Background: an optimization exercise with open tools, aiming at small area. Do not read the settings as production practice.
Function was checked by simulation only, so behaviour that the tests miss may differ from the original.
No activity file was given, so power comes from the tool's default toggle rates.

## flow/design.v (module list and top-level ports; edited modules follow where they fit)
// module Control: 66 lines
// module Comparator: 20 lines
// module Fetch: 51 lines
// module Decode: 157 lines
// module Scoreboard: 144 lines
// module HazardDetector: 48 lines
// module Issue: 187 lines
// module Alu: 32 lines
// module Shifter: 17 lines
// module AluMisc: 47 lines
// module Mem_0: 47 lines
// module Mem_1: 43 lines
// module Mem: 66 lines
// module Mult_0: 47 lines
// module Mult_1: 49 lines
// module Mult_2: 37 lines
// module Mult_3: 36 lines
// module Mult: 88 lines
// module Writeback: 35 lines
// module Registers: 39 lines
// module Mips: 287 lines
module Mips (
    input clock,
    input reset,
    output [9:0] imem_addr,
    input [31:0] imem_data,
    output [9:0] dmem_addr,
    output [31:0] dmem_wdata,
    output dmem_we,
    input [31:0] dmem_rdata
);
  // ...
==> flow/run.sh <==
#!/bin/bash
# synth_recipe.tcl (not shown) runs the flow's synth.tcl, then flattens the netlist and writes it again
# the make line also repeats each setting of config.mk as NAME=value (left out here)
make -C /OpenROAD-flow-scripts/flow DESIGN_CONFIG=/design/flow/config.mk WORK_HOME=/design/flow/orfs CLKGATE_MAP_FILE= SYNTH_SCRIPT=/design/flow/synth_recipe.tcl finish
==> flow/config.mk <==
export PLATFORM = sky130hd
export DESIGN_NAME = Mips
export DESIGN_NICKNAME = Mips
export VERILOG_FILES = /design/flow/design.v
export SDC_FILE = /design/flow/constraint.sdc
export NUM_CORES = 8
export LEC_CHECK = 0
export CAP_MARGIN = 20
export CORE_MARGIN = 2
export CORE_UTILIZATION = 30
export SLEW_MARGIN = 20
==> flow/constraint.sdc <==
create_clock -name core_clock -period 15.0 [get_ports {clock}]
set_input_delay 3.0000 -clock core_clock [delete_from_list [all_inputs] [get_ports {clock}]]
set_output_delay 3.0000 -clock core_clock [all_outputs]
set_load 0.01 [all_outputs]
==> impl_metrics.ini, run 1 <==
[status]
status = complete, no violations

[clock_network]
root_buffer = clkbuf_16
clk_latency_ns = 0.96
tritoncts = built

[final_layout]
multi_input_area_mm2 = 0.06243
largest_register_ffs = 1024
inverters = 591
fin_nets = 13238
final_cells = 17703
num-multi-input-gates = 9339
antenna_cells = 60
largest_class = multi-input combinational cells
clkCellAreaFrac_pct = 5.343

[hold_path]
worstHoldPathCells = 0

[setup_path]
crit_chain = a22oi_1 > nand2_1 > nor4_1 > a21oi_1 > ha_1 > nand2_1 > o21ai_0 > nor2_1 > and4b_1 > or3_1 > a21oi_1 > o311a_1 > nor2_1 > nor3_1 > o22a_1

[drt]
m1WireLength_mm = 220.1
ant_nets = 0
drcViolationCount = 0

[timing]
rsz0062_at_grt = false

[place]
numPlacedInstances = 17272

[pwr]
p_comb_w = 0.00971
power_density_mw_per_mm2 = 162.5
switching_share_pct = 45.98
power_leader = combinational logic

[yosys]
synth_top_cell_area_share_pct = 22.63
synth.area.top_cells = dfrtn_1 23%, dfrtp_1 18%, fa_1 7.3%

[global_routing]
use_met2_pct = 44.31
==> module Mips, before the edit <==
module Mips (
    input clock,
    input reset,
    output [9:0] imem_addr,
    input [31:0] imem_data,
    output [9:0] dmem_addr,
    output [31:0] dmem_wdata,
    output dmem_we,
    input [31:0] dmem_rdata
);
    wire              id_stall;
    wire iss_stall;
    wire    [31:0]    if_id_nextpc;
    wire    [31:0]    if_id_instruc;
    wire              id_if_selpcsource;
    wire    [31:0]    id_if_rega;
    wire    [31:0]    id_if_pcimd2ext;
    wire    [31:0]    id_if_pcindex;
    wire    [1:0]     id_if_selpctype;
    Fetch FETCH(
        .clock(clock),
        .reset(reset),
        .id_stall(id_stall),
        .if_id_nextpc(if_id_nextpc),
        .if_id_instruc(if_id_instruc),
        .id_if_selpcsource(id_if_selpcsource),
        .id_if_rega(id_if_rega),
        .id_if_pcimd2ext(id_if_pcimd2ext),
        .id_if_pcindex(id_if_pcindex),
        .id_if_selpctype(id_if_selpctype),
        .imem_addr(imem_addr),
        .imem_data(imem_data)
    );
    wire id_iss_selalushift;
    wire id_iss_selimregb;
    wire [2:0] id_iss_aluop;
    wire id_iss_unsig;
    wire [1:0] id_iss_shiftop;
    wire id_iss_readmem;
    wire id_iss_writemem;
    wire [31:0] id_iss_imedext;
    wire id_iss_selwsource;
    wire [4:0] id_iss_regdest;
    wire id_iss_writereg;
    wire id_iss_writeov;
    wire id_iss_selregdest;
    wire [5:0] id_iss_op;
    wire [5:0] id_iss_funct;
    wire [4:0] id_reg_addra;
    wire [4:0] id_reg_addrb;
    wire [31:0] reg_id_dataa;
    wire [31:0] reg_id_datab;
    wire [31:0] reg_id_ass_dataa;
    wire [31:0] reg_id_ass_datab;
    wire [4:0] id_iss_addra;
    wire [4:0] id_iss_addrb;
    wire [4:0] id_hd_ass_addra;
    wire id_hd_check_a;
    wire [4:0] id_hd_ass_addrb;
    wire id_hd_check_b;
    wire [4:0] id_ass_waw_write_addr;
    wire id_ass_waw_write_writereg;
    wire wb_reg_en;
    wire [4:0] wb_reg_addr;
    wire [31:0] wb_reg_data;
    wire [31:0] id_iss_dataa;
    wire [31:0] id_iss_datab;
    Decode DECODE(
        .clock(clock),
        .reset(reset),
        .if_id_instruc(if_id_instruc),
        .if_id_nextpc(if_id_nextpc),
        .id_if_selpcsource(id_if_selpcsource),
        .id_if_rega(id_if_rega),
        .id_if_pcimd2ext(id_if_pcimd2ext),
        .id_if_pcindex(id_if_pcindex),
        .id_if_selpctype(id_if_selpctype),
        .id_iss_selalushift(id_iss_selalushift),
        .id_iss_selimregb(id_iss_selimregb),
        .id_iss_aluop(id_iss_aluop),
        .id_iss_unsig(id_iss_unsig),
        .id_iss_shiftop(id_iss_shiftop),
        .id_iss_readmem(id_iss_readmem),
        .id_iss_writemem(id_iss_writemem),
        .id_iss_imedext(id_iss_imedext),
        .id_iss_selwsource(id_iss_selwsource),
        .id_iss_regdest(id_iss_regdest),
        .id_iss_writereg(id_iss_writereg),
        .id_iss_writeov(id_iss_writeov),
        .id_iss_selregdest(id_iss_selregdest),
        .id_iss_op(id_iss_op),
        .id_iss_funct(id_iss_funct),
        .id_stall(id_stall),
        .iss_stall(iss_stall),
        .id_reg_addra(id_reg_addra),
        .id_reg_addrb(id_reg_addrb),
        .reg_id_ass_dataa(reg_id_ass_dataa),
        .reg_id_ass_datab(reg_id_ass_datab),
        .id_iss_addra(id_iss_addra),
        .id_iss_addrb(id_iss_addrb),
        .wb_reg_en(wb_reg_en),
        .wb_reg_addr(wb_reg_addr),
        .wb_reg_data(wb_reg_data),
        .id_iss_dataa(id_iss_dataa),
        .id_iss_datab(id_iss_datab),
        .id_hd_ass_addra(id_hd_ass_addra),
        .id_hd_check_a(id_hd_check_a),
        .id_hd_ass_addrb(id_hd_ass_addrb),
        .id_hd_check_b(id_hd_check_b),
        .id_ass_waw_write_addr(id_ass_waw_write_addr),
        .id_ass_waw_write_writereg(id_ass_waw_write_writereg)
    );
    wire iss_ex_selalushift;
    wire iss_ex_selimregb;
    wire [2:0] iss_ex_aluop;
    wire iss_ex_unsig;
    wire [1:0] iss_ex_shiftop;
    wire [4:0] iss_ex_shiftamt;
    wire iss_ex_readmem;
    wire iss_ex_writemem;
    wire [31:0] iss_ex_imedext;
    wire iss_ex_selwsource;
    wire [4:0] iss_ex_regdest;
    wire iss_ex_writereg;
    wire iss_ex_writeov;
    wire [31:0] iss_ex_rega;
    wire [31:0] iss_ex_regb;
    wire iss_am_oper;
    wire iss_mem_oper;
    wire iss_mul_oper;
    wire [4:0]  iss_reg_addra;
    wire [4:0]  iss_reg_addrb;
    wire [31:0] reg_iss_dataa;
    wire [31:0] reg_iss_datab;
    Issue ISSUE (
        .clock(clock),
        .reset(reset),
        .id_iss_selalushift(id_iss_selalushift),
        .id_iss_selimregb(id_iss_selimregb),
        .id_iss_aluop(id_iss_aluop),
        .id_iss_unsig(id_iss_unsig),
        .id_iss_shiftop(id_iss_shiftop),
        .id_iss_readmem(id_iss_readmem),
        .id_iss_writemem(id_iss_writemem),
        .id_iss_imedext(id_iss_imedext),
        .id_iss_selwsource(id_iss_selwsource),
        .id_iss_regdest(id_iss_regdest),
        .id_iss_writereg(id_iss_writereg),
        .id_iss_writeov(id_iss_writeov),
        .iss_ex_selalushift(iss_ex_selalushift),
        .iss_ex_selimregb(iss_ex_selimregb),
        .iss_ex_aluop(iss_ex_aluop),
        .iss_ex_unsig(iss_ex_unsig),
        .iss_ex_shiftop(iss_ex_shiftop),
        .iss_ex_shiftamt(iss_ex_shiftamt),
        .iss_ex_readmem(iss_ex_readmem),
        .iss_ex_writemem(iss_ex_writemem),
        .iss_ex_imedext(iss_ex_imedext),
        .iss_ex_selwsource(iss_ex_selwsource),
        .iss_ex_regdest(iss_ex_regdest),
        .iss_ex_writereg(iss_ex_writereg),
        .iss_ex_writeov(iss_ex_writeov),
        .id_iss_addra(id_iss_addra),
        .id_iss_addrb(id_iss_addrb),
        .iss_reg_addra(iss_reg_addra),
        .iss_reg_addrb(iss_reg_addrb),
        .reg_iss_dataa(id_iss_dataa),
        .reg_iss_datab(id_iss_datab),
        .iss_ex_rega(iss_ex_rega),
        .iss_ex_regb(iss_ex_regb),
        .id_iss_selregdest(id_iss_selregdest),
        .id_iss_op(id_iss_op),
        .id_iss_funct(id_iss_funct),
        .iss_am_oper(iss_am_oper),
        .iss_mem_oper(iss_mem_oper),
        .iss_mul_oper(iss_mul_oper),
        .id_hd_ass_addra(id_hd_ass_addra),
        .id_hd_check_a(id_hd_check_a),
        .id_hd_ass_addrb(id_hd_ass_addrb),
        .id_hd_check_b(id_hd_check_b),
        .id_ass_waw_write_addr(id_ass_waw_write_addr),
        .id_ass_waw_write_writereg(id_ass_waw_write_writereg),
        .hd_id_stall(id_stall),
        .iss_stall(iss_stall)
    );
    wire [4:0] am_wb_regdest;
    wire am_wb_writereg;
    wire [31:0] am_wb_wbvalue;
    wire am_wb_oper;
    AluMisc ALUMISC (
        .clock(clock),
        .reset(reset),
        .iss_am_oper(iss_am_oper),
        .iss_am_selalushift(iss_ex_selalushift),
        .iss_am_selimregb(iss_ex_selimregb),
        .iss_am_aluop(iss_ex_aluop),
        .iss_am_unsig(iss_ex_unsig),
        .iss_am_shiftop(iss_ex_shiftop),
        .iss_am_shiftamt(iss_ex_shiftamt),
        .iss_am_rega(iss_ex_rega),
        .iss_am_regb(iss_ex_regb),
        .iss_am_imedext(iss_ex_imedext),
        .iss_am_regdest(iss_ex_regdest),
        .iss_am_writereg(iss_ex_writereg),
        .iss_am_writeov(iss_ex_writeov),
        .am_wb_regdest(am_wb_regdest),
        .am_wb_writereg(am_wb_writereg),
        .am_wb_wbvalue(am_wb_wbvalue),
        .am_wb_oper(am_wb_oper)
    );
    wire [4:0] mem_wb_regdest;
    wire mem_wb_writereg;
    wire [31:0] mem_wb_wbvalue;
    wire mem_wb_oper;
    Mem MEM (
        .clock(clock),
        .reset(reset),
        .iss_mem_oper(iss_mem_oper),
        .iss_mem_readmem(iss_ex_readmem),
        .iss_mem_writemem(iss_ex_writemem),
        .iss_mem_rega(iss_ex_rega),
        .iss_mem_imedext(iss_ex_imedext),
        .iss_mem_regb(iss_ex_regb),
        .iss_mem_regdest(iss_ex_regdest),
        .iss_mem_writereg(iss_ex_writereg),
        .mem_wb_regdest(mem_wb_regdest),
        .mem_wb_writereg(mem_wb_writereg),
        .mem_wb_wbvalue(mem_wb_wbvalue),
        .dmem_addr(dmem_addr),
        .dmem_wdata(dmem_wdata),
        .dmem_we(dmem_we),
        .dmem_rdata(dmem_rdata),
        .mem_wb_oper(mem_wb_oper)
    );
    wire [4:0] mul_wb_regdest;
    wire mul_wb_writereg;
    wire [31:0] mul_wb_wbvalue;
    wire mul_wb_oper;
    Mult MULT (
        .clock(clock),
        .reset(reset),
        .iss_mul_oper(iss_mul_oper),
        .iss_mul_rega(iss_ex_rega),
        .iss_mul_regb(iss_ex_regb),
        .iss_mul_regdest(iss_ex_regdest),
        .mul_wb_regdest(mul_wb_regdest),
        .mul_wb_writereg(mul_wb_writereg),
        .mul_wb_wbvalue(mul_wb_wbvalue),
        .mul_wb_oper(mul_wb_oper)
    );
    Writeback WRITEBACK(
        .clock(clock),
        .reset(reset),
        .mul_wb_oper(mul_wb_oper),
        .mul_wb_regdest(mul_wb_regdest),
        .mul_wb_writereg(mul_wb_writereg),
        .mul_wb_wbvalue(mul_wb_wbvalue),
        .am_wb_oper(am_wb_oper),
        .am_wb_regdest(am_wb_regdest),
        .am_wb_writereg(am_wb_writereg),
        .am_wb_wbvalue(am_wb_wbvalue),
        .mem_wb_regdest(mem_wb_regdest),
        .mem_wb_writereg(mem_wb_writereg),
        .mem_wb_wbvalue(mem_wb_wbvalue),
        .mem_wb_oper(mem_wb_oper),
        .wb_reg_en(wb_reg_en),
        .wb_reg_addr(wb_reg_addr),
        .wb_reg_data(wb_reg_data)
    );
    Registers REGISTERS(
        .clock(clock),
        .reset(reset),
        .addra(id_reg_addra),
        .dataa(reg_id_dataa),
        .ass_dataa(reg_id_ass_dataa),
        .addrb(id_reg_addrb),
        .datab(reg_id_datab),
        .ass_datab(reg_id_ass_datab),
        .enc(wb_reg_en),
        .addrc(wb_reg_addr),
        .datac(wb_reg_data),
        .addr_iss_a(iss_reg_addra),
        .ass_data_iss_a(),
        .addr_iss_b(iss_reg_addrb),
        .ass_data_iss_b()
    );
endmodule
==> run 2: changes to the inputs <==
==> flow/design.v (replaced) <==
module Mips (
    input clock,
    input reset,
    output [9:0] imem_addr,
    input [31:0] imem_data,
    output [9:0] dmem_addr,
    output [31:0] dmem_wdata,
    output dmem_we,
    input [31:0] dmem_rdata
);
    reg [4:0] ph;
    wire last = &ph;
    wire first = ~|ph;
    always @(posedge clock or negedge reset)
        if (!reset) ph <= 5'd0;
        else ph <= ph + 5'd1;
    reg init;
    always @(posedge clock or negedge reset)
        if (!reset) init <= 1'b1;
        else if (last) init <= 1'b0;
    wire [31:0] ins = imem_data;
    wire [5:0] op = ins[31:26];
    wire [5:0] fn = ins[5:0];
    wire [4:0] rs = ins[25:21];
    wire [4:0] rt = ins[20:16];
    wire [4:0] rd = ins[15:11];
    wire is_r   = (op == 6'h00);
    wire r_sll  = is_r & (fn == 6'h04);
    wire r_srl  = is_r & (fn == 6'h06);
    wire r_sra  = is_r & (fn == 6'h07);
    wire r_jr   = is_r & (fn == 6'h08);
    wire r_mult = is_r & (fn == 6'h18);
    wire r_addt = is_r & (fn[5:2] == 4'b1000);    
    wire r_logic = is_r & (fn[5:2] == 4'b1001);   
    wire i_j    = (op == 6'h02);
    wire i_br   = (op[5:2] == 4'b0001);           
    wire i_addt = (op[5:1] == 5'b00100);          
    wire i_logic = (op[5:2] == 4'b0011) & ~(op[1] & op[0]);  
    wire i_lw   = (op == 6'h23);
    wire i_sw   = (op == 6'h2b);
    wire use_imm = i_addt | i_logic | i_lw | i_sw;
    wire do_sub  = (r_addt & fn[1]) | i_br;
    wire trap    = (r_addt & ~fn[0]) | (i_addt & ~op[0]);
    wire is_add  = r_addt | i_addt;
    wire alu_wr  = r_addt | r_logic | i_addt | i_logic;
    wire [1:0] lsel = is_r ? fn[1:0] : op[1:0];
    wire shift   = r_sll | r_srl | r_sra;
    wire sb = ph[4] ? ins[15] : ins[ph[3:0]];
    reg cwe;           
    reg [4:0] crd;
    reg cA, cB, cS;    
    reg [4:0] X;       
    reg pend_sw;
    wire C;            
    wire [31:0] rout;
    wire wbit = C & ~init;
    genvar r;
    generate
        for (r = 0; r < 32; r = r + 1) begin : g_rf
            reg [31:0] q;
            wire we = init | (cwe & (crd == r));
            always @(posedge clock)
                q <= {we ? wbit : q[0], q[31:1]};
            assign rout[r] = q[0];
        end
    endgenerate
    wire fwdA = cwe & (crd == rs);
    wire fwdB = cwe & (crd == rt);
    wire a = ~init & (fwdA ? C : rout[rs]);
    wire b = ~init & (fwdB ? C : rout[rt]);
    wire op2 = use_imm ? sb : b;
    wire op2x = op2 ^ do_sub;
    reg cy;
    wire cin = first ? do_sub : cy;
    wire sum = a ^ op2x ^ cin;
    wire cout = (a & op2x) | (a & cin) | (op2x & cin);
    always @(posedge clock) cy <= cout;
    reg lo;
    always @(*)
        case (lsel)
            2'b00: lo = a & op2;
            2'b01: lo = a | op2;
            2'b10: lo = a ^ op2;
            default: lo = ~(a | op2);
        endcase
    wire alu_out = is_add ? sum : lo;
    wire V = alu_wr ? alu_out : b;
    reg neq;
    always @(posedge clock) neq <= (~first & neq) | (a ^ b);
    wire eq = ~(neq | (a ^ b));
    wire lt = a ^ op2x ^ cout;
    wire taken = (op[1:0] == 2'b00) ? eq :
                 (op[1:0] == 2'b01) ? ~eq :
                 (op[1:0] == 2'b10) ? (lt | eq) : ~(lt | eq);
    wire ovf = (a == op2x) & (sum != a);
    reg [9:0] PC;
    reg [9:0] DA;
    wire px = i_br & PC[ph[3:0]];
    reg tc;
    wire tcin = first ? i_br : tc;
    wire tbit = px ^ sb ^ tcin;
    always @(posedge clock) tc <= (px & sb) | (px & tcin) | (sb & tcin);
    wire win_lo = (ph < 5'd10);
    wire win_hi = (ph >= 5'd2) & (ph < 5'd12);
    wire da_en = (win_lo & (i_br | i_j | shift)) | (win_hi & (r_jr | i_lw | i_sw));
    wire din = (i_br | i_j) ? tbit : (i_lw | i_sw) ? sum : a;
    always @(posedge clock)
        if (da_en) DA <= {din, DA[9:1]};
    wire redirect = i_j | r_jr | (i_br & taken);
    always @(posedge clock or negedge reset)
        if (!reset) PC <= 10'd0;
        else if (last) PC <= redirect ? DA : PC + 10'd1;
    reg [31:0] RD;
    always @(posedge clock)
        if (last & i_lw) RD <= dmem_rdata;
        else RD <= {V, RD[31:1]};
    always @(posedge clock or negedge reset)
        if (!reset) begin
            cwe <= 1'b0;
            pend_sw <= 1'b0;
        end else if (last) begin
            cwe <= (alu_wr & ~(trap & ovf)) | i_lw | r_mult | shift;
            pend_sw <= i_sw;
        end
    always @(posedge clock)
        if (last) begin
            crd <= is_r ? rd : rt;
            cA <= r_mult | r_sll;
            cB <= r_srl | r_sra;
            cS <= r_sll | r_sra;
            X <= r_mult ? rs : DA[4:0];
        end
    wire u = cS ? (ph == X) : rout[X];
    wire v = RD[0];
    reg [15:0] MA, MB, R;
    reg [15:0] MAn, MBn, xr, yr;
    integer m;
    always @(*)
        for (m = 0; m < 16; m = m + 1) begin
            MAn[m] = (ph == m) ? u : MA[m];
            MBn[m] = (ph == m) ? v : MB[m];
            xr[m] = u & MB[m] & (ph > m);
            yr[m] = v & MAn[m] & (ph >= m);
        end
    wire [15:0] Rm = first ? 16'd0 : R;
    wire [16:0] tot = {1'b0, Rm} + {1'b0, xr} + {1'b0, yr};
    always @(posedge clock) begin
        MA <= MAn;
        MB <= MBn;
        R <= tot[16:1];
    end
    wire mul_out = tot[0];
    wire inrange = (ph <= ~X);
    reg Cprev;
    wire sh_out = inrange ? RD[X] : (cS & Cprev);
    assign C = cA ? mul_out : cB ? sh_out : RD[0];
    always @(posedge clock) Cprev <= C;
    assign imem_addr = PC;
    assign dmem_addr = DA;
    assign dmem_wdata = RD;
    assign dmem_we = pend_sw & first;
endmodule
--- a/flow/config.mk
+++ b/flow/config.mk
@@ -9,3 +9,6 @@
 export CORE_MARGIN = 2
-export CORE_UTILIZATION = 30
+export CORE_UTILIZATION = 55
+export CTS_BUF_LIST = sky130_fd_sc_hd__clkbuf_16
+export CTS_CLUSTER_DIAMETER = 60
+export CTS_CLUSTER_SIZE = 30
 export SLEW_MARGIN = 20
==> run 2 against run 1 <==
Via count is 87% lower. Flip-flop and latch count is 674 lower. Total power is 77% lower. Sequential share of layout area is 36 points higher. Sequential power is 47% lower. Utilization is 28 points higher. Clock power is about 70% lower. Critical endpoint is now PC[0]$_DFFE_PN0P_. Highest routed layer unchanged.
==> impl_metrics.ini, run 2 <==
[timing]
period_minus_slack_ns = 7.371
skew_ns = 0.04049
fin_ws_ns = 7.629
period_share_pct = 49.14
rsz0062_at_grt = false
clock.fmax_ghz = 0.1357
worst_slew_pin_slew_ns = 1.018
setup_viol = 0
slew_headroom_pct = 31.94
tns_ns = 0
hold_viol = 0
slew_violations = 0
worst_hold_slack_ns = 0.2847

[yosys]
synth.most_common_cell = dfxtp_1
synth_fp_nets = 2077
netlist_instances = 1961
ys_ff_latch = 1149
ys_warn_count = 1
synth.area.top_cells = dfxtp_1 75%, edfxtp_1 4.0%, mux4_2 2.8%
syn-cell-area_mm2 = 0.02930
synth_cell_types = 73
yosys-top-cells-count = 1092 x dfxtp_1, 100 x nand2_1, 81 x nor2_1
synth_top_cell_area_share_pct = 74.60
synthFlopType = dfxtp_1
syn_avg_cell_area_um2 = 14.94
synth_top_area_cell = dfxtp_1
synth_edf_count = 39
ys_seq_area_share_pct = 80.14
async_reset_ff_share_pct = 1.567

[pwr]
p_int_w = 0.003787
power_frac_seq_pct = 65.1
p_switching_w = 0.0009299
pwr-share-comb_pct = 1.3
switching_share_pct = 19.71
leakagePower_nw = 13.02
ir_worst_vdd_mv = 0.1302
power_frac_clock_pct = 33.6
power_density_mw_per_mm2 = 144.1

[status]
status = complete, no violations

[drt]
ant_nets = 0
num_vias = 13683
wl_mm = 45.89
routedWlPerCell_um = 16.41
routed_via_density = 4.892
drt_first_pass_iters = 5
drcViolationCount = 0
first_iter_violations = 823

[setup_path]
cp-end-kind = register
critPathLaunchType = register
crit_type = reg -> reg
critPathMaxFanout = 36
reg2reg_depth = 21
worstPathArrival_ns = 7.83
critPathRequiredTime_ns = 15.46

[place]
io_buffers = 118
place_congestion = 0.8406
dpl-instance-area_mm2 = 0.03114
pre_cts_ws_ns = 7.113
dp_hpwl_mm = 29.94
numPlacedInstances = 2718

[final_layout]
final_cell_mix = 1092 x dfxtp_1, 118 x clkdlybuf4s50_1, 100 x nand2_1
fin_nets = 2202
final_cell_area_mm2 = 0.03273
final_common_cell = dfxtp_1
nFillCells = 4007
final_cells = 2797
drive_above_1_share_pct = 8.681
top_regs = g_rf.q (1024), RD (32)
top_register = g_rf.q
area_growth_pct = 11.69
largest_register_ffs = 1024

[die]
rows = 84
coreArea_mm2 = 0.05266
die_area_mm2 = 0.05514
fp.dieH_um = 234.8
fp.dieW_um = 234.8
floorplan.initialDensity_pct = 55.65
ios = 119

[clock_network]
cts_setup_buffers = 0
clk_latency_ns = 0.62
cts_resized = 0
ctsHoldBuffers = 0
path_clk_slew_ns = 0.09
numCtsBuffers = 54
htreeDepth = 2
root_buffer = clkbuf_16
clock_path_buffers = 3
cts.sinks = 1149
tritoncts = built

[flow_run]
cap_violations = 0

[global_routing]
grt_pass1_vias = 13425
grt_max_degree = 39
grt_pass1_wl_mm = 72.74
grt_overflow_total = 0
antenna_found_initial = 3
track_usage_pct = 16.55

[hold_path]
worstHoldPathCells = 0
hold_class = reg -> reg
-- run 2: cell types whose count changed after synthesis, sizes merged, moves of 518 or more --
| cell | delta |
|---|---|
| inv | -518 |
| dfxtp | +1092 |
| o21ai | -1419 |
| clkbuf | -831 |
| dfrtn | -1024 |
| nand2 | -1988 |
| nor2 | -559 |
| and2 | -549 |
| dfrtp | -780 |
| a22oi | -1005 |
-- run 2: path summary, 6_finish.rpt --
check / startpoint / endpoint / slack (ns)
worst max-delay path: X[0]$_DFFE_PP_ / PC[0]$_DFFE_PN0P_ / 7.63
worst min-delay path: g_rf[0].q[1]$_DFF_P_ / g_rf[0].q[0]$_DFF_P_ / 0.28
worst max register to register: X[0]$_DFFE_PP_ / PC[0]$_DFFE_PN0P_ / 7.63
worst min register to register: g_rf[0].q[1]$_DFF_P_ / g_rf[0].q[0]$_DFF_P_ / 0.28
max in group asynchronous: reset / PC[9]$_DFFE_PN0P_ / 11.46
min in group asynchronous: reset / PC[6]$_DFFE_PN0P_ / 2.91
-- run 2: area by class of cell --
type	count	area [um^2]	share of cell area, %
antenna	1	2.502	0.007646
clock buffer	55	1376	4.205
inverter	69	259.0	0.7914
sequential	1149	23480	71.76
tap	688	860.8	2.630
timing repair buffer	126	1241	3.792
multi-input combinational	686	5296	16.18
clock inverter	23	207.7	0.6346
-- run 2: kinds of logic (layout without fill, tap and decap cells) --
family / count (synthesis) / in the layout / share of synthesized area, %
multiplexers: 91 / 91 / 4.851
flip-flops: 1149 / 1149 / 80.14
AO/OA/AOI/OAI: 174 / 174 / 4.018
XOR/XNOR: 29 / 29 / 0.8668
buffers and inverters: 126 / 273 / 1.806
other: 0 / 1 / 0
adder cells (fa/ha/maj): 50 / 50 / 2.647
AND/OR/NAND/NOR: 342 / 342 / 5.670
-- run 2: per-layer routing --
metal / global-route usage, % / vias up / wire (um)
met1: 23.99 / 6588 / 22530
li1: - / 6728 / -
met3: 3.301 / 71 / 2151
met4: 5.562 / 2 / 1188
met5: 0 / - / 13
met2: 25.04 / 294 / 20000
-- run 2: power groups by stage --
stage	logic, W	registers [W]	clock network (W)
detailed placement	0.0000593	0.00314	0
finish	0.0000597	0.00307	0.00158
global placement	0.0000589	0.00314	0
global route	0.0000639	0.00307	0.00175
CTS	0.0000598	0.00307	0.00164
floorplan	0.0000249	0.00314	0
-- run 2: critical path, stage by stage, from the launching register on --
cell and delay (ns):
edfxtp_1 0.66, mux4_2 0.57, mux4_2 0.49, mux2i_1 0.17, o32a_1 0.77, inv_1 0.38
nand3_1 0.22, fa_1 0.43, nand2b_1 0.16, nand2_1 0.08, nor4_1 0.05, a32o_1 0.28
buf_4 0.24, a211o_1 0.39, mux2i_1 0.28, xor2_1 0.33, fa_1 0.24, a21boi_0 0.11
nor3b_1 0.18, a21oi_2 0.68, and2_4 0.38, o221ai_2 0.12
-- run 2: metrics by stage --
stage	util [%]	total power (W)
floorplan	-	0.003168
global placement	59.14	0.003202
detailed placement	59.14	0.003202
CTS	62.15	0.004774
global route	62.15	0.004886
finish	62.15	0.004717
==> run 3: changes to the inputs <==
--- a/flow/config.mk
+++ b/flow/config.mk
@@ -9,6 +9,6 @@
 export CORE_MARGIN = 2
-export CORE_UTILIZATION = 55
+export CORE_UTILIZATION = 60
 export CTS_BUF_LIST = sky130_fd_sc_hd__clkbuf_16
 export CTS_CLUSTER_DIAMETER = 60
-export CTS_CLUSTER_SIZE = 30
+export CTS_CLUSTER_SIZE = 36
 export SLEW_MARGIN = 20
==> run 3 against run 2 <==
Clock skew is 0.0082 ns higher. Largest cell class unchanged. Routed wire length is 1.5% higher. Still clean on timing, DRC and antenna. Non-clock buffer count is 1 higher. Critical endpoint is now PC[3]$_DFFE_PN0P_. Fmax is 1.6% lower. Hold slack better by 0.023 ns. Flip-flop and latch count stayed put. Worst setup slack worse by 0.12 ns. Global-route usage is 2.2 points higher. Clock power hardly changed. Largest power group unchanged. Count of clock-buffer cells in the layout is 8 lower.
==> impl_metrics.ini, run 3 <==
[place]
place_congestion = 0.8328
dpl-instance-area_mm2 = 0.03105
pre_cts_ws_ns = 6.971
io_buffers = 118
dp_hpwl_mm = 30.46

[global_routing]
antenna_found_initial = 2
track_usage_pct = 18.78
grt_max_degree = 39
grt_overflow_total = 0
grt_pass1_wl_mm = 73.75
grt_pass1_vias = 13494

[setup_path]
endpoint = PC[3]$_DFFE_PN0P_
critPathLaunchType = register
r2r-end = PC[3]$_DFFE_PN0P_
crit_type = reg -> reg
r2r_slack_ns = 7.51
crit_start = X[0]$_DFFE_PP_
crit_chain = buf_8 > mux4_2 > mux4_2 > mux2i_1 > o32a_1 > inv_1 > nand3_1 > fa_1 > nand2b_1 > nand2_1 > nor4_1 > a32o_1 > buf_4 > a211o_1 > mux2i_1 > xor2_1 > fa_1 > a21boi_0 > nor3b_1 > a21oi_2 > and2_4 > o221ai_2
critPathRequiredTime_ns = 15.46
cpPeakStageDelay_ns = 0.74
worstPathArrival_ns = 7.95
critPathSlowestCell = o32a_1
cp-end-kind = register
reg2reg_depth = 22
critPathMaxFanout = 36
r2r_start = X[0]$_DFFE_PP_

[clock_network]
htreeDepth = 2
cts_setup_buffers = 0
ctsHoldBuffers = 0
numCtsBuffers = 47
tritoncts = built
path_clk_slew_ns = 0.10
clk_latency_ns = 0.64
root_buffer = clkbuf_16
cts.sinks = 1149
clock_path_buffers = 3
cts_resized = 0

[timing]
slew_violations = 0
fin_ws_ns = 7.512
period_share_pct = 49.92
setup_viol = 0
worst_slew_pin_slew_ns = 1.068
skew_ns = 0.04869
clock.fmax_ghz = 0.1335
rsz0062_at_grt = false
hold_viol = 0
period_minus_slack_ns = 7.488
slew_headroom_pct = 28.64
tns_ns = 0

[pwr]
power_frac_clock_pct = 33.5
p_int_w = 0.003756
power_density_mw_per_mm2 = 144.3
p_switching_w = 0.0009553
leakagePower_nw = 13.00
pwr-share-comb_pct = 1.3
switching_share_pct = 20.28
total_power_w = 0.004711
power_frac_seq_pct = 65.2
ir_worst_vdd_mv = 0.1252

[die]
fp.dieW_um = 225.0
floorplan.initialDensity_pct = 61.12
coreArea_mm2 = 0.04795
ios = 119
die_area_mm2 = 0.05062
rows = 80
fp.dieH_um = 225.0

[final_layout]
area_growth_pct = 11.40
final_cell_area_mm2 = 0.03265
drive_above_1_share_pct = 8.567
final_common_cell = dfxtp_1
top_register = g_rf.q
top_regs = g_rf.q (1024), RD (32)
final_cell_mix = 1092 x dfxtp_1, 117 x clkdlybuf4s50_1, 100 x nand2_1
largest_register_ffs = 1024
fin_nets = 2196

[drt]
routed_via_density = 5.025
drt_first_pass_iters = 5
num_vias = 13657
wl_mm = 46.56
drcViolationCount = 0
first_iter_violations = 842
ant_nets = 0
routedWlPerCell_um = 17.13

[yosys]
synth.most_common_cell = dfxtp_1
netlist_instances = 1961
syn-cell-area_mm2 = 0.02930
async_reset_ff_share_pct = 1.567
ys_seq_area_share_pct = 80.14
synth_cell_types = 73
syn_avg_cell_area_um2 = 14.94
ys_ff_latch = 1149
synth_fp_nets = 2077
synth.area.top_cells = dfxtp_1 75%, edfxtp_1 4.0%, mux4_2 2.8%
yosys-top-cells-count = 1092 x dfxtp_1, 100 x nand2_1, 81 x nor2_1
synth_edf_count = 39
ys_warn_count = 1
synth_top_cell_area_share_pct = 74.60
synth_top_area_cell = dfxtp_1
synthFlopType = dfxtp_1

[hold_path]
hold_class = reg -> reg

[flow_run]
cap_violations = 0

[status]
status = complete, no violations
run 3: critical path: cells and delay by family (launching register included):
family                   cells  cell delay, ns
AO/OA/AOI/OAI                6            2.36
XOR/XNOR                     1            0.34
adder cells (fa/ha/maj)      2            0.68
buffers and inverters        3            0.83
flip-flops                   1            0.57
multiplexers                 4            1.47
AND/OR/NAND/NOR              6            1.09
run 3: metrics by stage:
step	utilization (%)	instances	hold WS [ns]
after floorplan	-	1961	0.3096
after global placement	64.76	2645	0.3096
after detailed placement	64.76	2645	0.3121
after CTS	68.06	2715	0.3074
after global routing	68.08	2716	0.3115
final	68.09	2718	0.3076
run 3: power by group through the flow:
stage	logic [W]	clock network (W)	registers, W
floorplan	0.0000249	0	0.00314
global placement	0.0000588	0	0.00314
detailed placement	0.0000593	0	0.00314
CTS	0.0000599	0.00163	0.00307
global route	0.0000641	0.00174	0.00308
finish	0.0000597	0.00158	0.00307
run 3: how the worst min path moves through the flow:
stage	start	endpoint	depth (start not counted)
after floorplan	g_rf[0].q[1]$_DFF_P_	g_rf[0].q[0]$_DFF_P_	0
after global placement	g_rf[7].q[23]$_DFF_P_	g_rf[7].q[22]$_DFF_P_	0
after detailed placement	g_rf[0].q[1]$_DFF_P_	g_rf[0].q[0]$_DFF_P_	0
after CTS	g_rf[25].q[1]$_DFF_P_	g_rf[25].q[0]$_DFF_P_	0
after global routing	g_rf[25].q[1]$_DFF_P_	g_rf[25].q[0]$_DFF_P_	0
final	g_rf[25].q[1]$_DFF_P_	g_rf[25].q[0]$_DFF_P_	0
run 3: layout make-up:
class                   count  area [um^2]
clock buffers              47         1176
repair buffers            127         1251
inverters                  69        259.0
fillers                  3277        15300
multi-input cells         686         5296
clock inverters            23        404.1
flip-flops and latches   1149        23480
diodes                      2        5.005
well taps                 615        769.5
run 3: per-layer routing:
layer	GRT usage, %	part of all wire (%)
met3	3.338	5.4
met1	27.11	48
met5	0	0.056
met2	28.98	44
met4	6.238	2.6
run 3: cell families (layout without fill, tap and decap cells):
logic type	count (synthesis)	after routing	share of synthesized area, %
compound gates	174	174	4.018
simple gates	342	342	5.670
other cells	0	2	0
mux	91	91	4.851
flops	1149	1149	80.14
fa+ha+maj	50	50	2.647
xor+xnor	29	29	0.8668
buf+inv	126	266	1.806
==> run 4: changes to the inputs <==
--- a/flow/config.mk
+++ b/flow/config.mk
@@ -11,4 +11,4 @@
 export CTS_BUF_LIST = sky130_fd_sc_hd__clkbuf_16
-export CTS_CLUSTER_DIAMETER = 60
-export CTS_CLUSTER_SIZE = 36
+export CTS_CLUSTER_DIAMETER = 50
+export CTS_CLUSTER_SIZE = 40
 export SLEW_MARGIN = 20
==> run 4 against run 3 <==
Register-to-register slack hardly changed. Synthesized cell count stayed put. Sequential share of layout area is 1.9 points lower. Worst setup slack better by 0.0013 ns. Utilization is 1.8 points higher. Hold slack worse by 0.018 ns. Clock power is about 30% higher. Global-route usage is 1.4 points higher. First-iteration DRC count is 4.0% lower. Cell count is 1.8% higher. Critical path type unchanged.
==> impl_metrics.ini, run 4 <==
[final_layout]
top_register = g_rf.q
top_regs = g_rf.q (1024), RD (32)
fin_util_pct = 69.89
drive_above_1_share_pct = 10.51
final_cell_mix = 1092 x dfxtp_1, 117 x clkdlybuf4s50_1, 100 x nand2_1
final_common_cell = dfxtp_1
area_growth_pct = 14.35
largest_register_ffs = 1024
fin_nets = 2215

[timing]
period_share_pct = 49.91
slew_headroom_pct = 26.80
tns_ns = 0
clock.fmax_ghz = 0.1336
skew_ns = 0.07885
period_minus_slack_ns = 7.487
slew_violations = 0
hold_viol = 0
worst_slew_pin_slew_ns = 1.095
setup_viol = 0
rsz0062_at_grt = false

[flow_run]
cap_violations = 0

[die]
die_area_mm2 = 0.05062
fp.dieH_um = 225.0
fp.dieW_um = 225.0
floorplan.initialDensity_pct = 61.12
coreArea_mm2 = 0.04795
rows = 80
ios = 119

[setup_path]
path_delay_family = compound AO/OA/AOI/OAI gates
critPathMaxFanout = 36
critical_path_depth = 22
crit_type = reg -> reg
cp_num_buf_inv = 3
crit_chain = buf_8 > mux4_2 > mux4_2 > mux2i_1 > o32a_1 > inv_1 > nand3_1 > fa_1 > nand2b_1 > nand2_1 > nor4_1 > a32o_1 > buf_4 > a211o_1 > mux2i_1 > xor2_1 > fa_1 > a21boi_0 > nor3b_1 > a21oi_2 > and2_4 > o221ai_2
critPathSlowestCell = a21oi_2
reg2reg_depth = 22
worstPathArrival_ns = 7.92
critPathLaunchType = register
cpPeakStageDelay_ns = 0.73
cp-end-kind = register
critPathRequiredTime_ns = 15.43

[global_routing]
grt_max_degree = 41
grt_overflow_total = 0
grt_pass1_vias = 14200
antenna_found_initial = 5
track_usage_pct = 20.17
grt_pass1_wl_mm = 78.39

[clock_network]
numCtsBuffers = 66
root_buffer = clkbuf_16
ctsHoldBuffers = 0
path_clk_slew_ns = 0.12
clk_latency_ns = 0.64
clock_path_buffers = 3
cts_setup_buffers = 0
tritoncts = built
cts_resized = 0
cts.sinks = 1149
htreeDepth = 3

[pwr]
ir_worst_vdd_mv = 0.1539
leakagePower_nw = 13.44
power_density_mw_per_mm2 = 154.7

[yosys]
synth.area.top_cells = dfxtp_1 75%, edfxtp_1 4.0%, mux4_2 2.8%
synth_top_cell_area_share_pct = 74.60
yosys-top-cells-count = 1092 x dfxtp_1, 100 x nand2_1, 81 x nor2_1
synthFlopType = dfxtp_1
ys_warn_count = 1
synth.most_common_cell = dfxtp_1
syn_avg_cell_area_um2 = 14.94
ys_seq_area_share_pct = 80.14
async_reset_ff_share_pct = 1.567
synth_cell_types = 73
ys_ff_latch = 1149
synth_edf_count = 39
netlist_instances = 1961
synth_top_area_cell = dfxtp_1
syn-cell-area_mm2 = 0.02930
synth_fp_nets = 2077

[drt]
num_vias = 13906
wl_mm = 49.48
routedWlPerCell_um = 17.89
ant_nets = 0
routed_via_density = 5.027
first_iter_violations = 808
drcViolationCount = 0
drt_first_pass_iters = 5

[place]
place_congestion = 0.8328
dp_hpwl_mm = 30.46
io_buffers = 118

[status]
status = complete, no violations

[hold_path]
worstHoldPathCells = 0
hold_class = reg -> reg
## run 4: layer usage
metal	wire length [um]	global-route usage (%)	part of all wire (%)	vias up
li1	-	-	-	6778
met1	22920	27.95	46	6703
met2	22530	31.78	46	337
met3	2728	4.420	5.5	84
met4	1277	6.729	2.6	4
met5	26	0	0.053	-
## run 4: where the power goes
group / total (W) / internal, W / switching [W] / leakage [nW]
sequential: 0.00307 / 0.00307 / 0.00000419 / 9.31
combinational: 0.0000598 / 0.0000337 / 0.0000261 / 2.93
clock: 0.00205 / 0.000943 / 0.00111 / 1.19
total: 0.00518 / 0.00405 / 0.00114 / 13.4
## run 4: through the flow
step	std cells	power, W	area, um^2	hold slack, ns	worst slack (ns)
global route	2765	0.005358	33510	0.2998	7.046
global placement	2645	0.003202	31050	0.3096	7.071
CTS	2764	0.005239	33500	0.2956	7.121
floorplan	1961	0.003168	29300	0.3096	8.325
detailed placement	2645	0.003203	31050	0.3121	6.971
finish	2766	0.005184	33510	0.2897	7.513
## run 4: path summary, 6_finish.rpt
| check | start | to | slack [ns] |
|---|---|---|---|
| max in group asynchronous | reset | pend_sw$_DFFE_PN0P_ | 12.19 |
| worst min-delay path | g_rf[13].q[2]$_DFF_P_ | g_rf[13].q[1]$_DFF_P_ | 0.29 |
| min in group asynchronous | reset | PC[8]$_DFFE_PN0P_ | 2.36 |
| worst max register to register | X[0]$_DFFE_PP_ | PC[3]$_DFFE_PN0P_ | 7.51 |
| worst min register to register | g_rf[13].q[2]$_DFF_P_ | g_rf[13].q[1]$_DFF_P_ | 0.29 |
| worst max-delay path | X[0]$_DFFE_PP_ | PC[3]$_DFFE_PN0P_ | 7.51 |
## run 4: area by class of cell
cell class / instances / area (um^2)
timing repair buffer: 127 / 1251
fill: 3137 / 14440
inverter: 69 / 259.0
sequential: 1149 / 23480
multi-input combinational: 686 / 5296
antenna: 1 / 2.502
tap: 615 / 769.5
clock inverter: 51 / 744.5
clock buffer: 68 / 1702
## run 4: cells by family after synthesis
family	after synthesis	share of synthesized area, %
compound gates	174	4.018
xor+xnor	29	0.8668
fa+ha+maj	50	2.647
buf+inv	126	1.806
flops	1149	80.14
mux	91	4.851
simple gates	342	5.670
## run 4: worst reg2reg max path, delay by kind of cell, from the launching register on
family,cells,cell delay [ns]
buf+inv,3,0.85
fa+ha+maj,2,0.67
flops,1,0.57
simple gates,6,1.10
mux,4,1.47
xor+xnor,1,0.34
compound gates,6,2.37
==> run 5: changes to the inputs <==
--- a/flow/config.mk
+++ b/flow/config.mk
@@ -9,6 +9,6 @@
 export CORE_MARGIN = 2
-export CORE_UTILIZATION = 60
-export CTS_BUF_LIST = sky130_fd_sc_hd__clkbuf_16
-export CTS_CLUSTER_DIAMETER = 50
-export CTS_CLUSTER_SIZE = 40
+export CORE_UTILIZATION = 55
+export CTS_BUF_LIST = sky130_fd_sc_hd__clkbuf_8
+export CTS_CLUSTER_DIAMETER = 40
+export CTS_CLUSTER_SIZE = 18
 export SLEW_MARGIN = 20
==> run 5 against run 4 <==
Cell area is 0.65% higher. Non-clock buffer count is 1 lower. Count of clock-buffer cells in the layout is 47 higher. Utilization is 5.8 points lower. Routed wire length is 5.5% lower. Critical endpoint unchanged. Highest routed layer unchanged.
==> impl_metrics.ini, run 5 <==
[final_layout]
area_growth_pct = 15.10
fin_nets = 2254
top_register = g_rf.q
largest_register_ffs = 1024
top_regs = g_rf.q (1024), RD (32)
final_cell_mix = 1092 x dfxtp_1, 118 x clkdlybuf4s50_1, 115 x clkbuf_8
final_cell_area_mm2 = 0.03373
final_common_cell = dfxtp_1
drive_above_1_share_pct = 13.40

[drt]
routedWlPerCell_um = 16.04
num_vias = 14197
drcViolationCount = 0
drt_first_pass_iters = 7
routed_via_density = 4.870
wl_mm = 46.76
first_iter_violations = 866
ant_nets = 0

[die]
fp.dieH_um = 234.8
die_area_mm2 = 0.05514
rows = 84
floorplan.initialDensity_pct = 55.65
ios = 119
coreArea_mm2 = 0.05266
fp.dieW_um = 234.8

[clock_network]
numCtsBuffers = 106
path_clk_slew_ns = 0.09
htreeDepth = 3
ctsHoldBuffers = 0
tritoncts = built
cts_resized = 0
clock_path_buffers = 3
root_buffer = clkbuf_8
clk_latency_ns = 0.72
cts.sinks = 1149
cts_setup_buffers = 0

[yosys]
async_reset_ff_share_pct = 1.567
synth_edf_count = 39
ys_ff_latch = 1149
ys_warn_count = 1
synth.area.top_cells = dfxtp_1 75%, edfxtp_1 4.0%, mux4_2 2.8%
synth.most_common_cell = dfxtp_1
syn-cell-area_mm2 = 0.02930
synth_fp_nets = 2077
synth_top_area_cell = dfxtp_1
synth_top_cell_area_share_pct = 74.60
netlist_instances = 1961
synth_cell_types = 73
syn_avg_cell_area_um2 = 14.94
yosys-top-cells-count = 1092 x dfxtp_1, 100 x nand2_1, 81 x nor2_1
ys_seq_area_share_pct = 80.14
synthFlopType = dfxtp_1

[setup_path]
r2r_slack_ns = 7.61
r2r_start = X[0]$_DFFE_PP_
worstPathArrival_ns = 7.93
crit_type = reg -> reg
reg2reg_depth = 21
critPathMaxFanout = 36
r2r-end = PC[3]$_DFFE_PN0P_
critPathRequiredTime_ns = 15.54
critPathLaunchType = register
crit_start = X[0]$_DFFE_PP_
cp-end-kind = register
endpoint = PC[3]$_DFFE_PN0P_

[timing]
tns_ns = 0
slew_headroom_pct = 30.12
setup_viol = 0
period_share_pct = 49.25
slew_violations = 0
period_minus_slack_ns = 7.387
worst_slew_pin_slew_ns = 1.046
rsz0062_at_grt = false
hold_viol = 0
clock.fmax_ghz = 0.1354
skew_ns = 0.05144

[global_routing]
grt_max_degree = 39
use_met3_pct = 4.500
use_met2_pct = 25.29
grt_pass1_vias = 14104
grt_pass1_wl_mm = 74.40
track_usage_pct = 16.99
use_met1_pct = 23.70
grt-busiest-layer = met2
antenna_found_initial = 4
grt_overflow_total = 0

[pwr]
ir_worst_vdd_mv = 0.1238
leakagePower_nw = 13.51
power_density_mw_per_mm2 = 154.5

[place]
dpl-instance-area_mm2 = 0.03114
io_buffers = 118
dp_hpwl_mm = 29.94
place_congestion = 0.8406

[hold_path]
hold_class = reg -> reg
hold_start = g_rf[12].q[17]$_DFF_P_

[flow_run]
cap_violations = 0

[status]
status = complete, no violations
-- run 5: cell counts after synthesis --
No cell type changed its count.
-- run 5: metrics by stage --
step                util [%]  hold WS [ns]  total power, W  setup slack (ns)  instances
floorplan                  -        0.3096        0.003168             8.325       1961
global placement       59.14        0.3098        0.003202             7.214       2718
detailed placement     59.14        0.3121        0.003202             7.113       2718
CTS                    64.04        0.3261        0.005281             7.594       2912
global route           64.05        0.3121        0.005404             7.097       2914
finish                 64.05        0.3196        0.005211             7.613       2915
-- run 5: layout make-up --
cell class,count,area (um^2)
Antenna cell,3,7.507
Clock buffer,115,1583
Clock inverter,79,996.0
Fill cell,3931,18930
Inverter,69,259.0
Multi-Input combinational cell,686,5296
Sequential cell,1149,23480
Tap cell,688,860.8
Timing Repair Buffer,126,1241
-- run 5: logic make-up (layout without fill, tap and decap cells) --
group	after synthesis	after routing	share of synthesized area (%)
DFF	1149	1149	80.14
and+or+nand+nor	342	342	5.670
AOI/OAI and AO/OA	174	174	4.018
buffers and inverters	126	389	1.806
muxes	91	91	4.851
adders and majority gates	50	50	2.647
xor gates and xnor gates	29	29	0.8668
other	0	3	0
-- run 5: routing by layer --
metal,up-vias,part of all wire (%)
li1,6890,-
met4,2,3.5
met1,6803,48
met2,383,43
met5,-,0.036
met3,119,5.7
-- run 5: how the worst min path moves through the flow --
| stage | slack, ns | to | depth (start not counted) |
|---|---|---|---|
| after detailed placement | 0.31 | g_rf[19].q[24]$_DFF_P_ | 0 |
| after CTS | 0.33 | g_rf[12].q[16]$_DFF_P_ | 0 |
| final | 0.32 | g_rf[12].q[16]$_DFF_P_ | 0 |
| after global routing | 0.31 | g_rf[9].q[18]$_DFF_P_ | 0 |
| after floorplan | 0.31 | g_rf[0].q[0]$_DFF_P_ | 0 |
| after global placement | 0.31 | g_rf[6].q[27]$_DFF_P_ | 0 |
-- run 5: power by group --
part | total [W] | leakage (nW) | internal (W) | switching (W)
clock | 0.00208 | 1.27 | 0.00103 | 0.00105
combinational | 0.0000597 | 2.92 | 0.0000338 | 0.0000259
sequential | 0.00307 | 9.31 | 0.00307 | 0.00000386
total | 0.00521 | 13.5 | 0.00413 | 0.00108
-- run 5: critical path, stage by stage, from the launching register on --
cell	delay, ns
edfxtp_1	0.66
mux4_2	0.57
mux4_2	0.49
mux2i_1	0.17
o32a_1	0.79
inv_1	0.40
nand3_1	0.22
fa_1	0.43
nand2b_1	0.16
nand2_1	0.07
nor4_1	0.05
a32o_1	0.28
buf_4	0.24
a211o_1	0.39
mux2i_1	0.28
xor2_1	0.32
fa_1	0.24
a21boi_0	0.11
nor3b_1	0.18
a21oi_2	0.66
and2_4	0.38
o221ai_2	0.12
==> run 6: changes to the inputs <==
--- a/flow/config.mk
+++ b/flow/config.mk
@@ -9,6 +9,3 @@
 export CORE_MARGIN = 2
-export CORE_UTILIZATION = 55
-export CTS_BUF_LIST = sky130_fd_sc_hd__clkbuf_8
-export CTS_CLUSTER_DIAMETER = 40
-export CTS_CLUSTER_SIZE = 18
+export CORE_UTILIZATION = 30
 export SLEW_MARGIN = 20
==> run 6 against run 5 <==
Still clean on timing, DRC and antenna. Total power grew 10%. Register-to-register slack lost 0.15 ns. Synthesized cell count is the same. Sequential share of layout area shrank 3.3 points. First-iteration DRC count shrank 15%. Utilization shrank 27 points. Sequential power is essentially flat. Fmax shrank 1.9%. Critical path type unchanged. Largest cell class unchanged.
==> impl_metrics.ini, run 6 <==
[yosys]
ys_ff_latch = 1149
async_reset_ff_share_pct = 1.567
synthFlopType = dfxtp_1
ys_seq_area_share_pct = 80.14
synth_compound_area_share_pct = 4.018
synth.most_common_cell = dfxtp_1
synth_fp_nets = 2077
yosys-top-cells-count = 1092 x dfxtp_1, 100 x nand2_1, 81 x nor2_1
synth_edf_count = 39
synth_top_area_cell = dfxtp_1
synth.area.top_cells = dfxtp_1 75%, edfxtp_1 4.0%, mux4_2 2.8%
synth_top_family_by_area = simple AND/OR/NAND/NOR gates
syn-cell-area_mm2 = 0.02930
netlist_instances = 1961
syn_avg_cell_area_um2 = 14.94
yosys.area_share.xor_xnor_pct = 0.8668
synth_simple_gate_area_share_pct = 5.670
synth_cell_types = 73
synthMuxAreaShare_pct = 4.851
synth_top_cell_area_share_pct = 74.60
yosys.area_share.adder_pct = 2.647
ys_warn_count = 1

[setup_path]
worstPathArrival_ns = 8.04
critPathSlowestCell = o32a_1
critPathLaunchType = register
critPathRequiredTime_ns = 15.51
cpPeakStageDelay_ns = 0.79
critPathMaxFanout = 36
path_delay_family = compound AO/OA/AOI/OAI gates
cp-end-kind = register
cp_num_buf_inv = 2
crit_chain = mux4_2 > mux4_2 > mux2i_1 > o32a_1 > inv_1 > nand3_1 > fa_1 > nand2b_1 > nand2_1 > nor4_1 > a32o_1 > buf_4 > a211o_1 > mux2i_1 > xor2_1 > fa_1 > a21boi_0 > nor3b_1 > a21oi_2 > nand2_1 > a311o_1
crit_type = reg -> reg

[status]
status = complete, no violations

[final_layout]
final_cell_area_mm2 = 0.03541
drive_above_1_share_pct = 12.31
nFillCells = 9050
final_common_cell = dfxtp_1
top_regs = g_rf.q (1024), RD (32)
area_growth_pct = 20.85
final_cells = 3499
top_register = g_rf.q
largest_register_ffs = 1024
final_cell_mix = 1092 x dfxtp_1, 117 x clkdlybuf4s50_1, 106 x clkbuf_16
fin_util_pct = 36.62
fin_nets = 2251

[clock_network]
cts_resized = 0
clk_latency_ns = 0.71
root_buffer = clkbuf_16
ctsHoldBuffers = 0
cts.sinks = 1149
numCtsBuffers = 103
htreeDepth = 3
clock_path_buffers = 3
cts_setup_buffers = 0
path_clk_slew_ns = 0.06
tritoncts = built

[die]
rows = 114
ios = 119
fp.dieW_um = 316.5
floorplan.initialDensity_pct = 30.30
die_area_mm2 = 0.1002
coreArea_mm2 = 0.09671
fp.dieH_um = 316.5

[place]
place_congestion = 0.8217
io_buffers = 118
dp_hpwl_mm = 32.35
numPlacedInstances = 3305
pre_cts_ws_ns = 7.011
dpl-instance-area_mm2 = 0.03187

[drt]
routed_via_density = 4.074
routedWlPerCell_um = 14.35
drt_first_pass_iters = 4
wl_mm = 50.22
drcViolationCount = 0
first_iter_violations = 735
ant_nets = 0
wl_met2_mm = 21.54
met3RoutedLength_mm = 3.464
m1WireLength_mm = 23.92
num_vias = 14254
highest_layer = met4

[timing]
period_minus_slack_ns = 7.534
worst_slew_pin_slew_ns = 1.037
fin_ws_ns = 7.466
period_share_pct = 50.22
slew_headroom_pct = 30.70
hold_viol = 0
rsz0062_at_grt = false
skew_ns = 0.09581
setup_viol = 0
tns_ns = 0
slew_violations = 0
clock.fmax_ghz = 0.1327

[pwr]
p_int_w = 0.004590
switching_share_pct = 20.03
ir_worst_vdd_mv = 0.09504
power_frac_clock_pct = 45.4
p_switching_w = 0.001150
pwr-share-comb_pct = 1.0
power_frac_seq_pct = 53.6
power_density_mw_per_mm2 = 162.1
leakagePower_nw = 13.95

[global_routing]
track_usage_pct = 10.02
grt_pass1_vias = 14490
grt_pass1_wl_mm = 79.39
antenna_found_initial = 4
grt_max_degree = 39
grt_overflow_total = 0

[hold_path]
hold_class = reg -> reg

[flow_run]
cap_violations = 0
[run 6: routing by layer]
layer | vias to the layer above | global-route usage [%]
met5 | - | 0
met4 | 0 | 3.688
met3 | 100 | 2.753
met2 | 366 | 15.22
met1 | 6907 | 13.63
li1 | 6881 | -
[run 6: logic make-up after synthesis]
| family | Yosys count |
|---|---|
| AND/OR/NAND/NOR | 342 |
| multiplexers | 91 |
| AO/OA/AOI/OAI | 174 |
| XOR/XNOR | 29 |
| flip-flops | 1149 |
| buffers and inverters | 126 |
| adder cells (fa/ha/maj) | 50 |
[run 6: final cells by class]
class / count / area, um^2 / share of cell area, %
Sequential cell: 1149 / 23480 / 66.32
Multi-Input combinational cell: 686 / 5296 / 14.96
Clock buffer: 149 / 3004 / 8.483
Tap cell: 1276 / 1597 / 4.509
Timing Repair Buffer: 126 / 1244 / 3.512
Clock inverter: 38 / 513.0 / 1.449
Inverter: 69 / 259.0 / 0.7314
Antenna cell: 6 / 15.01 / 0.04240
[run 6: path summary, 6_finish.rpt]
kind                                             from                    end  slack, ns  depth (start not counted)
worst max-delay path                   X[0]$_DFFE_PP_      PC[9]$_DFFE_PN0P_       7.47                         21
worst min-delay path            g_rf[10].q[8]$_DFF_P_  g_rf[10].q[7]$_DFF_P_       0.26                          0
worst max register to register         X[0]$_DFFE_PP_      PC[9]$_DFFE_PN0P_       7.47                         21
worst min register to register  g_rf[10].q[8]$_DFF_P_  g_rf[10].q[7]$_DFF_P_       0.26                          0
max in group asynchronous                       reset       init$_DFFE_PN1P_      12.29                          1
min in group asynchronous                       reset      PC[5]$_DFFE_PN0P_       2.32                          1
[run 6: worst reg2reg max path: stages, from the launching register on]
cell and delay [ns]:
edfxtp_1 0.73, mux4_2 0.60, mux4_2 0.47, mux2i_1 0.16, o32a_1 0.79, inv_1 0.40, nand3_1 0.22, fa_1 0.45
nand2b_1 0.18, nand2_1 0.08, nor4_1 0.05, a32o_1 0.28, buf_4 0.24, a211o_1 0.43, mux2i_1 0.30, xor2_1 0.33
fa_1 0.24, a21boi_0 0.10, nor3b_1 0.19, a21oi_2 0.64, nand2_1 0.12, a311o_1 0.37
[run 6: power groups by stage]
stage	logic [W]	registers, W	clock network [W]
final	0.0000599	0.00308	0.00260
after global routing	0.0000646	0.00307	0.00282
after CTS	0.0000603	0.00308	0.00269
after detailed placement	0.0000597	0.00314	0
after global placement	0.0000597	0.00314	0
after floorplan	0.0000249	0.00314	0
[run 6: stage by stage]
step,hold WS [ns],power [W]
2_1_floorplan,0.3096,0.003168
3_3_place_gp,0.3095,0.003204
3_5_place_dp,0.3121,0.003203
4_1_cts,0.2506,0.005824
5_1_grt,0.2692,0.005955
6_report,0.2646,0.005740
==> run 7: changes to the inputs <==
==> flow/flow/run.sh (new file) <==
#!/bin/bash
set -euo pipefail
export BUFFER_PORTS_ARGS="-buffer_cell sky130_fd_sc_hd__buf_1"
export CTS_ARGS="-sink_clustering_enable -repair_clock_nets -sink_clustering_size 36 -sink_clustering_max_diameter 60 -buf_list sky130_fd_sc_hd__clkbuf_16 -dont_use_dummy_load"
bash standard.sh > standard.log 2>&1
==> flow/standard.sh (new file) <==
#!/bin/bash
# synth_recipe.tcl (not shown) runs the flow's synth.tcl, then flattens the netlist and writes it again
# the make line also repeats each setting of config.mk as NAME=value (left out here)
make -C /OpenROAD-flow-scripts/flow DESIGN_CONFIG=/design/flow/config.mk WORK_HOME=/design/flow/orfs CLKGATE_MAP_FILE= SYNTH_SCRIPT=/design/flow/synth_recipe.tcl "${@:-finish}"
--- a/flow/config.mk
+++ b/flow/config.mk
@@ -9,3 +9,3 @@
 export CORE_MARGIN = 2
-export CORE_UTILIZATION = 30
+export CORE_UTILIZATION = 60
 export SLEW_MARGIN = 20
removed: flow/run.sh
==> run 7 against run 6 <==
Largest power group unchanged. Global-route usage increased by 8.1 points. Critical endpoint is now PC[3]$_DFFE_PN0P_. Flip-flop and latch count unchanged. Worst setup slack improved by 0.16 ns. Die area decreased by 49%. Register-to-register slack improved by 0.16 ns. Clock power decreased by 47%. Critical path type unchanged. Sequential power about the same. Highest routed layer is now met5. Cell count decreased by 23%. Fmax increased by 2.1%.
==> impl_metrics.ini, run 7 <==
[status]
status = complete, no violations

[clock_network]
clock_path_buffers = 3
htreeDepth = 2
ctsHoldBuffers = 0
tritoncts = built
cts_setup_buffers = 0
root_buffer = clkbuf_16
clk_latency_ns = 0.61
path_clk_slew_ns = 0.11
cts.sinks = 1149
numCtsBuffers = 47
cts_resized = 0

[yosys]
synth_top_area_cell = dfxtp_1
synth_edf_count = 39
syn-cell-area_mm2 = 0.02930
synth_top_cell_area_share_pct = 74.60
netlist_instances = 1961
yosys-top-cells-count = 1092 x dfxtp_1, 100 x nand2_1, 81 x nor2_1
async_reset_ff_share_pct = 1.567
synthFlopType = dfxtp_1
synth_fp_nets = 2077
syn_avg_cell_area_um2 = 14.94
synth.most_common_cell = dfxtp_1
ys_warn_count = 1
synth.area.top_cells = dfxtp_1 75%, edfxtp_1 4.0%, mux4_2 2.8%
synth_cell_types = 73
ys_ff_latch = 1149
ys_seq_area_share_pct = 80.14

[global_routing]
grt_overflow_total = 0
grt_max_degree = 39
grt_pass1_vias = 13086
grt_pass1_wl_mm = 71.25
track_usage_pct = 18.08
antenna_found_initial = 6

[die]
fp.dieW_um = 225.0
floorplan.initialDensity_pct = 61.12
rows = 80
die_area_mm2 = 0.05062
fp.dieH_um = 225.0
ios = 119
coreArea_mm2 = 0.04795

[hold_path]
hold_class = reg -> reg
hold_start = g_rf[28].q[5]$_DFF_P_

[timing]
setup_viol = 0
skew_ns = 0.09079
clock.fmax_ghz = 0.1356
period_share_pct = 49.17
tns_ns = 0
hold_viol = 0
slew_headroom_pct = 43.25
period_minus_slack_ns = 7.375
slew_violations = 0
worst_slew_pin_slew_ns = 0.8512
rsz0062_at_grt = false

[drt]
routedWlPerCell_um = 16.84
num_vias = 13561
drt_first_pass_iters = 7
first_iter_violations = 835
routed_via_density = 5.030
drcViolationCount = 0
ant_nets = 0
wl_mm = 45.40

[pwr]
ir_worst_vdd_mv = 0.1360
leakagePower_nw = 12.52
power_density_mw_per_mm2 = 142.8
total_power_w = 0.004501

[setup_path]
critPathRequiredTime_ns = 15.39
cp-end-kind = register
critPathLaunchType = register
critPathSlowestCell = o32a_1
worstPathArrival_ns = 7.77
critPathMaxFanout = 36
crit_chain = mux4_2 > mux4_2 > mux2i_1 > o32a_1 > inv_1 > nand3_1 > fa_1 > nand2b_1 > nand2_1 > nor4_1 > a32o_1 > buf_4 > a211o_1 > mux2i_1 > xor2_1 > fa_1 > a21boi_0 > nor3b_1 > a21oi_2 > and2_4 > o221ai_2
r2r_slack_ns = 7.62
r2r_start = X[0]$_DFFE_PP_
r2r-end = PC[3]$_DFFE_PN0P_
cpPeakStageDelay_ns = 0.71
endpoint = PC[3]$_DFFE_PN0P_
crit_start = X[0]$_DFFE_PP_
reg2reg_depth = 21
crit_type = reg -> reg

[final_layout]
fin_nets = 2197
drive_above_1_share_pct = 7.600
top_regs = g_rf.q (1024), RD (32)
area_growth_pct = 7.549
final_common_cell = dfxtp_1
final_cell_mix = 1092 x dfxtp_1, 118 x buf_1, 100 x nand2_1
fin_util_pct = 65.73
largest_register_ffs = 1024
top_register = g_rf.q
final_cells = 2696

[place]
dp_hpwl_mm = 29.95
place_congestion = 0.8625
numPlacedInstances = 2646
io_buffers = 118

[flow_run]
cap_violations = 0
run 7: cell types whose count changed in the layout (fill, tap and decap cells not counted), moves of 6 or more:
cell and delta:
buf_1 +118, clkbuf_1 -24, clkbuf_16 -59, clkbuf_8 -19
clkdlybuf4s50_1 -117, clkinv_16 -6, clkinv_2 -11
run 7: cell type report:
cell class	count	area (um^2)
timing repair buffer	128	525.5
antenna	2	5.005
tap	615	769.5
fill	3477	16430
sequential	1149	23480
clock buffer	47	1176
inverter	69	259.0
multi-input combinational	686	5296
run 7: cells by family after synthesis:
kind of cell,Yosys count,share of synthesized area [%]
and+or+nand+nor,342,5.670
DFF,1149,80.14
xor gates and xnor gates,29,0.8668
AOI/OAI and AO/OA,174,4.018
adders and majority gates,50,2.647
buffers and inverters,126,1.806
muxes,91,4.851
run 7: stage by stage:
stage	setup WS [ns]	instance area [um^2]	hold slack (ns)
2_1_floorplan	8.325	29300	0.3096
3_3_place_gp	7.360	30320	0.3102
3_5_place_dp	7.220	30320	0.3121
4_1_cts	7.138	31500	0.2675
5_1_grt	7.070	31510	0.2670
6_report	7.625	31520	0.2666
run 7: how the worst min path moves through the flow:
| stage | to | slack, ns | depth (start not counted) |
|---|---|---|---|
| 6_report | g_rf[28].q[4]$_DFF_P_ | 0.27 | 0 |
| 3_5_place_dp | g_rf[0].q[5]$_DFF_P_ | 0.31 | 0 |
| 3_3_place_gp | g_rf[24].q[23]$_DFF_P_ | 0.31 | 0 |
| 2_1_floorplan | g_rf[0].q[0]$_DFF_P_ | 0.31 | 0 |
| 5_1_grt | g_rf[28].q[4]$_DFF_P_ | 0.27 | 0 |
| 4_1_cts | g_rf[28].q[4]$_DFF_P_ | 0.27 | 0 |
run 7: where the power goes:
part           leakage (nW)  total [W]  internal, W  switching (W)
Clock                 0.579    0.00138     0.000564       0.000818
Sequential             9.31    0.00307      0.00307     0.00000411
Combinational          2.62  0.0000445    0.0000187      0.0000257
Total                  12.5    0.00450      0.00365       0.000848
run 7: critical path: cells and delay by family, from the launching register on:
| kind | cells | cell delay (ns) |
|---|---|---|
| simple gates | 6 | 1.09 |
| xor+xnor | 1 | 0.31 |
| flops | 1 | 0.70 |
| fa+ha+maj | 2 | 0.65 |
| compound gates | 6 | 2.33 |
| mux | 4 | 1.50 |
| buf+inv | 2 | 0.61 |
run 7: routing by layer:
| layer | part of all wire, % | vias up | routed length (um) | track usage, % |
|---|---|---|---|---|
| met3 | 5.2 | 68 | 2380 | 3.377 |
| met1 | 49 | 6495 | 22270 | 26.58 |
| met4 | 2.3 | 6 | 1047 | 5.768 |
| met5 | 0.075 | - | 34 | 0 |
| li1 | - | 6690 | - | - |
| met2 | 43 | 302 | 19670 | 27.34 |

==> static timing again, ports no longer ideal <==
The results above use ideal ports. As a check the final layouts listed here were re-extracted and re-timed, cells and wires unchanged. Step 1, drivers: a clkbuf_16 drives clock and a buf_2 each remaining input, both assumed. Step 2, shift: input delay + t, output delay - t, t = (earliest + latest rising clock arrival at the registers) / 2. This alone moves slack from input paths to output paths. a / b / c = no drivers / after step 1 / after step 2; a / b = the first two.
run	t, ns	slack for setup (ns)	worst hold slack (ns)	slew at the worst register clock pin (ns)
run 2	0.659	7.629 / 7.629 / 6.987	0.285 / 0.285 / 0.285	0.10 / 0.10
run 3	0.668	7.512 / 7.512 / 6.898	0.308 / 0.308 / 0.308	0.12 / 0.12
run 4	0.656	7.513 / 7.513 / 6.870	0.290 / 0.290 / 0.290	0.12 / 0.12
run 5	0.750	7.613 / 7.613 / 7.009	0.320 / 0.320 / 0.320	0.10 / 0.10
run 6	0.718	7.466 / 7.466 / 6.883	0.265 / 0.265 / 0.265	0.07 / 0.07
run 7	0.629	7.625 / 7.625 / 7.170	0.267 / 0.267 / 0.267	0.12 / 0.12
After both steps setup and hold are still met in every run listed. The setup slack of run 4, which loses most, moves by 0.000 ns with the drivers and by -0.643 ns with both steps.
